This is an optimization exercise on Yosys and OpenROAD, whose aim is small area and a short achievable clock period, not a production implementation. Function was not checked in any run shown here: the RTL went through the layout flow alone.

==> flow/design.v, too long to show whole: its modules and the start of the top module <==
// module mult_cell: 46 lines
// module mult_man: 893 lines
module mult_man (
  input clk, input rstn, input data_rdy,
  input [16:0] mult1_signed, input [16:0] mult2_signed,
  output [31:0] res, output [33:0] res_signed, output res_rdy, output [32:0] res_final);
  // ...
==> flow/run.sh <==
#!/bin/bash
# synth_recipe.tcl (not shown) runs the flow's synth.tcl, then flattens the netlist and writes it again
# the make line also repeats each setting of config.mk as NAME=value (left out here)
make -C /OpenROAD-flow-scripts/flow DESIGN_CONFIG=/design/flow/config.mk WORK_HOME=/design/flow/orfs CLKGATE_MAP_FILE= SYNTH_SCRIPT=/design/flow/synth_recipe.tcl finish
==> flow/config.mk <==
export PLATFORM = sky130hd
export DESIGN_NAME = mult_man
export DESIGN_NICKNAME = mult_man
export VERILOG_FILES = /design/flow/design.v
export SDC_FILE = /design/flow/constraint.sdc
export NUM_CORES = 4
export LEC_CHECK = 0
export ABC_CLOCK_PERIOD_IN_PS = 3000
export CAP_MARGIN = 20
export CORE_MARGIN = 2
export CORE_UTILIZATION = 40
export SETUP_SLACK_MARGIN = 1.5
export SLEW_MARGIN = 20
==> flow/constraint.sdc <==
create_clock -name core_clock -period 4.5 [get_ports {clk}]
set_input_delay 0.9000 -clock core_clock [delete_from_list [all_inputs] [get_ports {clk}]]
set_output_delay 0.9000 -clock core_clock [all_outputs]
set_load 0.01 [all_outputs]
==> run_results.csv, run 1 <==
group,metric,value,unit
synth,synth_area_leaders,"fa_1 24%, dfxtp_1 24%, dfrtp_1 10%",
timing,period_share,1.08,
timing,finalHoldViolCount,0,
synth,synth.most_common_cell,"inv_1",
synth,ys_seq_elements,258,
finish,design.seq.count,258,
status,failed_checks,"negative setup slack",
finish,diodes,0,
global_route,grt_pass1_vias,12600,
synth,synth_top_family_by_area,"adder cells",
global_route,grt-ovfl-total,0,
finish,clock_area_frac,0.0466,
finish,area_growth,33.2,%
finish,finish.utilization,0.541,
timing,rsz0062_at_grt,"yes",
synth,synthSimpleGateAreaFrac,0.162,
finish,layout_commonest_cell,"inv_1",
finish,fin_area,21600,sq um
finish,instances_no_fill,2471,
synth,synth.distinct_cells,79,
cts,cts.sinks,258,
floorplan,fp.dieH,205,um
finish,seq_share,0.256,
timing,min_period,4.87,ns
synth,synth_fp_nets,1941,
timing,setup_viol,18,
timing,fin_ws,-0.373,ns
status,outcome,"finished with violations",
floorplan,tapCellCount,525,
==> run 2, diff against run 1 <==
--- a/flow/design.v
+++ b/flow/design.v
@@ -918,22 +918,93 @@
   wire s413 = s309 ^ c358 ^ s359;
   wire c414 = (s309 & c358) | (s309 & s359) | (c358 & s359);
   wire s415 = s311 ^ c360 ^ s361;
   wire c416 = (s311 & c360) | (s311 & s361) | (c360 & s361);
   wire s417 = c312 ^ c362 ^ s363;
   wire c418 = (c312 & c362) | (c312 & s363) | (c362 & s363);
   wire s419 = p2_col29_0 ^ p2_col29_1 ^ c364;
   wire c420 = (p2_col29_0 & p2_col29_1) | (p2_col29_0 & c364) | (p2_col29_1 & c364);
-  wire [31:0] cx = {1'b0,p2_col30_0,c418,c416,c414,c412,c410,c408,c406,c404,c402,c400,c398,c396,c394,c392,c390,c388,c386,c384,c382,c380,c378,c376,c374,c372,c370,c368,c366,p2_col2_2,p2_col1_0,p2_col0_0};
-  wire [31:0] cy = {1'b0,c420,s419,s417,s415,s413,s411,s409,s407,s405,s403,s401,s399,s397,s395,s393,s391,s389,s387,s385,s383,s381,s379,s377,s375,s373,s371,s369,s367,s365,p2_col1_1,1'b0};
+  reg p3_col0_0; always @(posedge clk) p3_col0_0 <= p2_col0_0;
+  reg p3_col1_0; always @(posedge clk) p3_col1_0 <= p2_col1_0;
+  reg p3_col1_1; always @(posedge clk) p3_col1_1 <= p2_col1_1;
+  reg p3_col2_0; always @(posedge clk) p3_col2_0 <= p2_col2_2;
+  reg p3_col2_1; always @(posedge clk) p3_col2_1 <= s365;
+  reg p3_col3_0; always @(posedge clk) p3_col3_0 <= c366;
+  reg p3_col3_1; always @(posedge clk) p3_col3_1 <= s367;
+  reg p3_col4_0; always @(posedge clk) p3_col4_0 <= c368;
+  reg p3_col4_1; always @(posedge clk) p3_col4_1 <= s369;
+  reg p3_col5_0; always @(posedge clk) p3_col5_0 <= c370;
+  reg p3_col5_1; always @(posedge clk) p3_col5_1 <= s371;
+  reg p3_col6_0; always @(posedge clk) p3_col6_0 <= c372;
+  reg p3_col6_1; always @(posedge clk) p3_col6_1 <= s373;
+  reg p3_col7_0; always @(posedge clk) p3_col7_0 <= c374;
+  reg p3_col7_1; always @(posedge clk) p3_col7_1 <= s375;
+  reg p3_col8_0; always @(posedge clk) p3_col8_0 <= c376;
+  reg p3_col8_1; always @(posedge clk) p3_col8_1 <= s377;
+  reg p3_col9_0; always @(posedge clk) p3_col9_0 <= c378;
+  reg p3_col9_1; always @(posedge clk) p3_col9_1 <= s379;
+  reg p3_col10_0; always @(posedge clk) p3_col10_0 <= c380;
+  reg p3_col10_1; always @(posedge clk) p3_col10_1 <= s381;
+  reg p3_col11_0; always @(posedge clk) p3_col11_0 <= c382;
+  reg p3_col11_1; always @(posedge clk) p3_col11_1 <= s383;
+  reg p3_col12_0; always @(posedge clk) p3_col12_0 <= c384;
+  reg p3_col12_1; always @(posedge clk) p3_col12_1 <= s385;
+  reg p3_col13_0; always @(posedge clk) p3_col13_0 <= c386;
+  reg p3_col13_1; always @(posedge clk) p3_col13_1 <= s387;
+  reg p3_col14_0; always @(posedge clk) p3_col14_0 <= c388;
+  reg p3_col14_1; always @(posedge clk) p3_col14_1 <= s389;
+  reg p3_col15_0; always @(posedge clk) p3_col15_0 <= c390;
+  reg p3_col15_1; always @(posedge clk) p3_col15_1 <= s391;
+  reg p3_col16_0; always @(posedge clk) p3_col16_0 <= c392;
+  reg p3_col16_1; always @(posedge clk) p3_col16_1 <= s393;
+  reg p3_col17_0; always @(posedge clk) p3_col17_0 <= c394;
+  reg p3_col17_1; always @(posedge clk) p3_col17_1 <= s395;
+  reg p3_col18_0; always @(posedge clk) p3_col18_0 <= c396;
+  reg p3_col18_1; always @(posedge clk) p3_col18_1 <= s397;
+  reg p3_col19_0; always @(posedge clk) p3_col19_0 <= c398;
+  reg p3_col19_1; always @(posedge clk) p3_col19_1 <= s399;
+  reg p3_col20_0; always @(posedge clk) p3_col20_0 <= c400;
+  reg p3_col20_1; always @(posedge clk) p3_col20_1 <= s401;
+  reg p3_col21_0; always @(posedge clk) p3_col21_0 <= c402;
+  reg p3_col21_1; always @(posedge clk) p3_col21_1 <= s403;
+  reg p3_col22_0; always @(posedge clk) p3_col22_0 <= c404;
+  reg p3_col22_1; always @(posedge clk) p3_col22_1 <= s405;
+  reg p3_col23_0; always @(posedge clk) p3_col23_0 <= c406;
+  reg p3_col23_1; always @(posedge clk) p3_col23_1 <= s407;
+  reg p3_col24_0; always @(posedge clk) p3_col24_0 <= c408;
+  reg p3_col24_1; always @(posedge clk) p3_col24_1 <= s409;
+  reg p3_col25_0; always @(posedge clk) p3_col25_0 <= c410;
+  reg p3_col25_1; always @(posedge clk) p3_col25_1 <= s411;
+  reg p3_col26_0; always @(posedge clk) p3_col26_0 <= c412;
+  reg p3_col26_1; always @(posedge clk) p3_col26_1 <= s413;
+  reg p3_col27_0; always @(posedge clk) p3_col27_0 <= c414;
+  reg p3_col27_1; always @(posedge clk) p3_col27_1 <= s415;
+  reg p3_col28_0; always @(posedge clk) p3_col28_0 <= c416;
+  reg p3_col28_1; always @(posedge clk) p3_col28_1 <= s417;
+  reg p3_col29_0; always @(posedge clk) p3_col29_0 <= c418;
+  reg p3_col29_1; always @(posedge clk) p3_col29_1 <= s419;
+  reg p3_col30_0; always @(posedge clk) p3_col30_0 <= p2_col30_0;
+  reg p3_col30_1; always @(posedge clk) p3_col30_1 <= c420;
+  reg p3_n_0; always @(posedge clk) p3_n_0 <= p2_n_0;
+  reg v3; always @(posedge clk or negedge rstn) if (!rstn) v3 <= 1'b0; else v3 <= v2;
+  wire [31:0] cx = {1'b0,p3_col30_0,p3_col29_0,p3_col28_0,p3_col27_0,p3_col26_0,p3_col25_0,p3_col24_0,p3_col23_0,p3_col22_0,p3_col21_0,p3_col20_0,p3_col19_0,p3_col18_0,p3_col17_0,p3_col16_0,p3_col15_0,p3_col14_0,p3_col13_0,p3_col12_0,p3_col11_0,p3_col10_0,p3_col9_0,p3_col8_0,p3_col7_0,p3_col6_0,p3_col5_0,p3_col4_0,p3_col3_0,p3_col2_0,p3_col1_0,p3_col0_0};
+  wire [31:0] cy = {1'b0,p3_col30_1,p3_col29_1,p3_col28_1,p3_col27_1,p3_col26_1,p3_col25_1,p3_col24_1,p3_col23_1,p3_col22_1,p3_col21_1,p3_col20_1,p3_col19_1,p3_col18_1,p3_col17_1,p3_col16_1,p3_col15_1,p3_col14_1,p3_col13_1,p3_col12_1,p3_col11_1,p3_col10_1,p3_col9_1,p3_col8_1,p3_col7_1,p3_col6_1,p3_col5_1,p3_col4_1,p3_col3_1,p3_col2_1,p3_col1_1,1'b0};
   wire [31:0] prod = cx + cy;
   wire [31:0] pf = {prod[31],prod[30],prod[29],prod[28],prod[27],prod[26],prod[25],prod[24],prod[23],prod[22],prod[21],prod[20],prod[19],prod[18],prod[17],prod[16],prod[15],prod[14],prod[13],prod[12],prod[11],prod[10],prod[9],prod[8],prod[7],prod[6],prod[5],prod[4],prod[3],prod[2],prod[1],prod[0]};
-  wire nf = p2_n_0;
-  wire vf = v2;
-  wire [33:0] sgn = nf ? (34'd0 - {2'b00, pf}) : {2'b00, pf};
+  wire nf = p3_n_0;
+  wire vf = v3;
+  wire [31:0] zt = cx ^ cy;
+  wire [31:0] zo = {cx[30:0] | cy[30:0], 1'b0};
+  wire [31:0] ze = ~(zt ^ zo);
+  wire [31:0] nzp;
+  assign nzp[0] = 1'b0;
+  genvar gi; generate for (gi = 1; gi < 32; gi = gi + 1) begin : g_nz
+    assign nzp[gi] = ~&ze[gi-1:0];
+  end endgenerate
+  wire [33:0] sgn = {nf, nf, pf ^ ({32{nf}} & nzp)};
   reg [31:0] r_q; reg [33:0] rs_q; reg rdy_q;
   always @(posedge clk or negedge rstn)
     if (!rstn) begin r_q <= 32'd0; rs_q <= 34'd0; rdy_q <= 1'b0; end
     else begin rdy_q <= vf; r_q <= vf ? pf : 32'd0; rs_q <= vf ? sgn : 34'd0; end
   assign res = r_q; assign res_signed = rs_q; assign res_rdy = rdy_q;
   assign res_final = {1'b0, r_q};
 endmodule
==> flow/config.mk (replaced) <==
export PLATFORM = sky130hd
export DESIGN_NAME = mult_man
export DESIGN_NICKNAME = mult_man
export VERILOG_FILES = /design/flow/design.v
export SDC_FILE = /design/flow/constraint.sdc
export NUM_CORES = 4
export LEC_CHECK = 0
export ABC_CLOCK_PERIOD_IN_PS = 2000
export CAP_MARGIN = 20
export CORE_MARGIN = 2
export CORE_UTILIZATION = 40
export SLEW_MARGIN = 20
==> run 2 against run 1 <==
Against the previous run: the run now finishes clean; clock skew down 0.0054 ns; synthesized cell count up 5.9%; sequential share of layout area up 7.1 points; design area down 4.0%; critical endpoint is now rs_q[25]; via count down 3.4%; critical path type unchanged; non-clock buffer count down 183; highest routed layer unchanged; final cell count down 0.53%; global-route usage down 2.1 points; routed wire length down 1.7%; maximum frequency up 53%.
==> run_results.csv, run 2 <==
group,metric,value,unit
status,outcome,"timing/DRC/antenna clean",
global_route,grt_pass1_vias,12100,
timing,fin_ws,1.32,ns
drt,ant_nets,0,
timing,setup-tns-final,0,ns
finish,final_cell_mix,"341 x inv_1, 253 x dfxtp_1, 196 x fa_1",
floorplan,io_pins,137,
timing,setup_viol,0,
synth,ys_seq_elements,321,
placed_design,hpwl,27900,um
hold_path,min_path_type,"register to register",
synth,async_reset_ff_frac,0.212,
synth,ys.flop_type,"dfxtp_1",
synth,synth_warnings,1,
critical_path,required,4.91,ns
cts,clockBufferDepth,3,
synth,synth_area_leaders,"dfxtp_1 28%, fa_1 22%, dfrtp_1 9.5%",
flow_run,drv_cap,0,
finish,reg_top3,"rs_q x33, r_q x31",
floorplan,coreArea,44100,sq um
cts,cts_max_level,2,
drt,drc,0,
critical_path,cp_max_fo,5,
timing,rsz0062_at_grt,"no",
placed_design,place.gp.congestion,0.804,
cts,cts_tree,"built",
floorplan,initial_core_util,0.404,
placed_design,pre_cts_slack,1.24,ns
timing,period_share,0.706,
synth,synth_top_area_cell,"dfxtp_1",
synth,synth.top_cell.area_share,0.284,
cts,postCtsSetupBuffers,0,
global_route,antenna_found_initial,0,
timing,worstMarginPinSlew,0.936,ns
cts,cts_hold_buffers,0,
timing,fmax,0.315,GHz
timing,finalHoldViolCount,0,
finish,layout.nets,2149,
timing,relSlewSlack,0.375,
critical_path,startpoint_type,"register",
drt,initialDrtViolationCount,582,
finish,drive_above_1_share,0.0482,
global_route,grt-ovfl-total,0,
synth,synth.distinct_cells,65,
synth,synth_cells,1758,
cts,numCtsBuffers,36,
synth,synth_fp_nets,2067,
floorplan,fp.dieH,215,um
finish,area_growth,16.0,%
timing,finalMaxSlewViolations,0,
drt,wl_per_cell,15.8,um
critical_path,arrival,3.59,ns
timing,min_period,3.18,ns
drt,first_pass_iters,5,
timing,holdWs,0.312,ns
cts,root_buffer,"clkbuf_16",
finish,top_register,"rs_q",
synth,seq_area_frac_synth,0.379,
critical_path,worstSetupPathType,"register to register",
cts,cts.sinks,321,
cts,clkLatencyLatePin,0.54,ns
global_route,grt_pass1_wl,63700,um
floorplan,die_x,215,um
timing,finClkSkew,0.0236,ns
synth,avgSynthCellArea,10.2,sq um
drt,wirelength,38800,um
global_route,gr-usage-all-layers,0.174,
finish,diodes,0,
finish,layout_commonest_cell,"inv_1",
finish,largest_reg_flops,33,
synth,mappedNetlistArea,17800,sq um
global_route,grt_max_degree,37,
drt,via_per_inst,4.58,
synth,synth.most_common_cell,"inv_1",
synth,synth_edf_count,0,
finish,fin_area,20700,sq um
floorplan,die-area,46300,sq um
placed_design,place_area,19400,sq um
cts,cts_resized,0,
synth,synth_common_cells,"341 x inv_1, 253 x dfxtp_1, 196 x fa_1",
placed_design,portBuffers,135,
cts,clk_pin_slew_worst_paths,0.06,ns
floorplan,rows,77,
drt,num_vias,11300,
critical_path,cp-end-kind,"register",
==> run 2: cell types whose count changed after synthesis, moves of 21 or more <==
cell | before | now
dfxtp_1 | 191 | 253
nor2_1 | 71 | 50
inv_1 | 314 | 341
xor2_1 | 26 | 51
ha_1 | 48 | 76
==> run 2: critical path: stages, from the launching register on <==
cell     delay [ns]
dfxtp_1        0.33
inv_1          0.08
ha_1           0.32
xnor2_1        0.20
nor4b_4        0.46
nand3_1        0.26
nor4b_2        0.54
nand2_1        0.19
o41ai_1        0.44
xor2_1         0.17
nor2_1         0.06
==> run 2: cell families (layout without fill, tap and decap cells) <==
group           count (synthesis)  after routing  share of synthesized area
xor+xnor                      104            104                     0.0534
simple gates                  472            472                      0.137
compound gates                142            142                     0.0508
other cells                     1              1                   0.000210
mux                             8              8                    0.00449
fa+ha+maj                     272            272                      0.273
buf+inv                       438            546                      0.102
flops                         321            321                      0.379
==> run 2: worst paths after layout <==
| path | slack (ns) | startpoint | to | cells past startpoint |
|---|---|---|---|---|
| worst max-delay path | 1.32 | p3_col2_0 | rs_q[25] | 10 |
| worst min-delay path | 0.31 | p2_col0_0 | p3_col0_0 | 0 |
| max in group asynchronous | 3.19 | rstn | r_q[31] | 2 |
| worst max register to register | 1.32 | p3_col2_0 | rs_q[25] | 10 |
| min in group asynchronous | 0.40 | rstn | r_q[4] | 1 |
| worst min register to register | 0.31 | p2_col0_0 | p3_col0_0 | 0 |
==> run 2: layout make-up <==
type | instances | area [sq um]
inverters | 341 | 1280
flip-flops and latches | 321 | 6770
multi-input cells | 999 | 9260
clock buffers | 53 | 1100
well taps | 592 | 741
repair buffers | 141 | 1390
fillers | 4183 | 23400
clock inverters | 11 | 174
==> run 2: through the flow <==
step / cells / util
global placement: 2394 / 0.440
floorplan: 1758 / -
CTS: 2458 / 0.469
finish: 2458 / 0.469
detailed placement: 2394 / 0.440
global route: 2458 / 0.469
==> run 2: metal layers <==
| metal | GRT usage | wire length, um | vias up |
|---|---|---|---|
| li1 | - | - | 5405 |
| met1 | 0.232 | 18000 | 5466 |
| met2 | 0.283 | 17600 | 315 |
| met3 | 0.0299 | 2040 | 72 |
| met4 | 0.0655 | 1130 | 0 |
| met5 | 0 | 0 | - |
==> run 3, diff against run 2 <==
--- a/flow/config.mk
+++ b/flow/config.mk
@@ -10,3 +10,4 @@
 export CORE_MARGIN = 2
 export CORE_UTILIZATION = 40
+export SETUP_SLACK_MARGIN = 2.4
 export SLEW_MARGIN = 20
==> run 3 against run 2 <==
Against the previous run: still clean; synthesized cell count unchanged; critical path depth unchanged; synthesized area unchanged; via count increased by 3.7%; global-route usage increased by 0.45 points; critical path type unchanged; critical endpoint is now rs_q[23].
==> run_results.csv, run 3 <==
group,metric,value,unit
status,outcome,"timing/DRC/antenna clean",
floorplan,rows,77,
synth,avgSynthCellArea,10.2,sq um
finish,top_register,"rs_q",
synth,synth_common_cells,"341 x inv_1, 253 x dfxtp_1, 196 x fa_1",
floorplan,io_pins,137,
drt,via_per_inst,4.55,
placed_design,place_area,19900,sq um
finish,diodes,0,
global_route,grtUsageMet1,0.241,
synth,synth_edf_count,0,
drt,ant_nets,0,
finish,drive_above_1_share,0.227,
synth,synth_warnings,1,
cts,clk_pin_slew_worst_paths,0.06,ns
timing,finalHoldViolCount,0,
flow_run,drv_cap,0,
critical_path,startpoint,"p3_col7_0",
synth,synth.distinct_cells,65,
synth,synth.top_cell.area_share,0.284,
global_route,use_met3,0.0309,
timing,finalMaxSlewViolations,0,
global_route,grt.busiest_layer,"met2",
synth,synth_top_area_cell,"dfxtp_1",
critical_path,required,4.92,ns
global_route,gr-usage-all-layers,0.178,
drt,wl_per_cell,15.8,um
synth,synth_fp_nets,2067,
timing,finClkSkew,0.0209,ns
finish,largest_reg_flops,33,
timing,rsz0062_at_grt,"yes",
global_route,grt_pass1_wl,65500,um
finish,seqCellArea,6860,sq um
critical_path,arrival,3.12,ns
synth,synth_area_leaders,"dfxtp_1 28%, fa_1 22%, dfrtp_1 9.5%",
cts,numCtsBuffers,36,
floorplan,fp.dieH,215,um
drt,initialDrtViolationCount,619,
finish,instances_no_fill,2563,
drt,num_vias,11700,
global_route,antenna_found_initial,0,
synth,mappedNetlistArea,17800,sq um
finish,finish.utilization,0.513,
global_route,grt_max_degree,37,
timing,relSlewSlack,0.506,
timing,worstMarginPinSlew,0.739,ns
finish,fin_area,22600,sq um
global_route,gr-usage-met2,0.289,
floorplan,die-area,46300,sq um
drt,first_pass_iters,4,
critical_path,worstSetupPathType,"register to register",
synth,synth_cells,1758,
timing,period_share,0.601,
finish,layout_commonest_cell,"inv_1",
critical_path,r2r-start,"p3_col7_0",
synth,ys_seq_elements,321,
finish,num-fill-cells,3968,
placed_design,portBuffers,135,
global_route,grt_pass1_vias,12600,
cts,cts_max_level,2,
cts,cts_tree,"built",
hold_path,min_from,"p2_col30_0",
timing,setup-tns-final,0,ns
synth,synth.most_common_cell,"inv_1",
finish,multi_input_area,10400,sq um
cts,clkLatencyLatePin,0.54,ns
floorplan,coreArea,44100,sq um
finish,reg_top3,"rs_q x33, r_q x31",
placed_design,hpwl,28000,um
cts,clockBufferDepth,3,
drt,drc,0,
placed_design,dp.cells,2394,
floorplan,die_x,215,um
timing,min_period,2.70,ns
timing,fmax,0.370,GHz
synth,seq_area_frac_synth,0.379,
cts,cts.sinks,321,
synth,async_reset_ff_frac,0.212,
critical_path,cp_max_fo,6,
floorplan,initial_core_util,0.404,
cts,root_buffer,"clkbuf_16",
placed_design,place.gp.congestion,0.806,
critical_path,startpoint_type,"register",
global_route,grt-ovfl-total,0,
drt,wirelength,40400,um
finish,final_cell_mix,"329 x inv_1, 209 x dfxtp_1, 194 x fa_1",
synth,ys.flop_type,"dfxtp_1",
timing,setup_viol,0,
critical_path,cp-end-kind,"register",
hold_path,min_path_type,"register to register",
cts,cts_hold_buffers,0,
finish,layout.nets,2254,
finish,area_growth,26.9,%
run 3: cell counts after synthesis:
Identical to the previous run, type by type.
run 3: area by class of cell:
cell class,instances,area share
Clock buffer,50,0.0461
Multi-Input combinational cell,999,0.461
Timing Repair Buffer,246,0.0900
Sequential cell,321,0.303
Tap cell,592,0.0327
Clock inverter,14,0.00950
Inverter,341,0.0577
run 3: per-layer routing:
metal,vias to the layer above,routed length (um)
li1,5600,-
met1,5702,18800
met2,282,18500
met3,87,1980
met4,0,1230
met5,-,0
run 3: what timing repair did:
action / in CTS / in global routing
gates cloned: 0 / 0
buffers inserted: 81 / 24
pin swaps: 61 / 60
endpoints found under the setup margin: 193 / 99
endpoints found under the hold margin: 0 / 0
gates resized for setup: 438 / 114
run 3: metrics by stage:
stage	setup WS, ns	hold WS, ns
global placement	1.26	0.311
finish	1.80	0.324
floorplan	1.94	0.310
global route	1.66	0.331
CTS	1.81	0.323
detailed placement	1.25	0.312
run 3: logic make-up (layout without fill, tap and decap cells):
family          count (synthesis)  count (layout)  synth area share
compound gates                142             142            0.0508
xor+xnor                      104             104            0.0534
fa+ha+maj                     272             272             0.273
buf+inv                       438             651             0.102
flops                         321             321             0.379
mux                             8               8           0.00449
other cells                     1               1          0.000210
simple gates                  472             472             0.137
run 3: worst max-delay path: stages, from the launching register on:
cell and delay [ns]:
dfxtp_1 0.36, inv_1 0.09, ha_4 0.28, xnor2_1 0.17
nor3_2 0.26, nand4_4 0.20, or2_4 0.28, or4b_4 0.58
o21ai_2 0.17, xor2_1 0.15, nor2_1 0.05
run 3: path summary, 6_finish.rpt:
| kind | cells past startpoint | slack, ns | end |
|---|---|---|---|
| min in group asynchronous | 1 | 0.41 | r_q[3] |
| max in group asynchronous | 2 | 3.18 | rs_q[29] |
| worst min-delay path | 0 | 0.32 | p3_col30_0 |
| worst min register to register | 0 | 0.32 | p3_col30_0 |
| worst max register to register | 10 | 1.80 | rs_q[23] |
| worst max-delay path | 10 | 1.80 | rs_q[23] |

## re-timing with driven ports
No port has a modelled driver above. Below, the same layouts with a new extraction and two added sets of constraints.
Step 1: set_driving_cell puts a clkbuf_16 on clk and a buf_2 on each other input, an assumption about the parent block.
Step 2 times the ports against the registers' clock, not the clock port: input delays grow and output delays shrink by t, the midpoint of the rising clock arrivals with the driver on.
Three values: ideal ports, drivers, drivers and shift; two values: the first two.
run | t, ns | setup slack, ns | slew at the worst register clock pin (ns)
run 1 | 0.607 | -0.373 / -0.373 / -0.373 | 0.06 / 0.06
run 2 | 0.583 | 1.324 / 1.324 / 1.229 | 0.07 / 0.07
run 3 | 0.583 | 1.798 / 1.798 / 1.787 | 0.06 / 0.06
The setup slack of run 2, which loses most, moves by 0.000 ns with the drivers and by -0.095 ns with both steps.
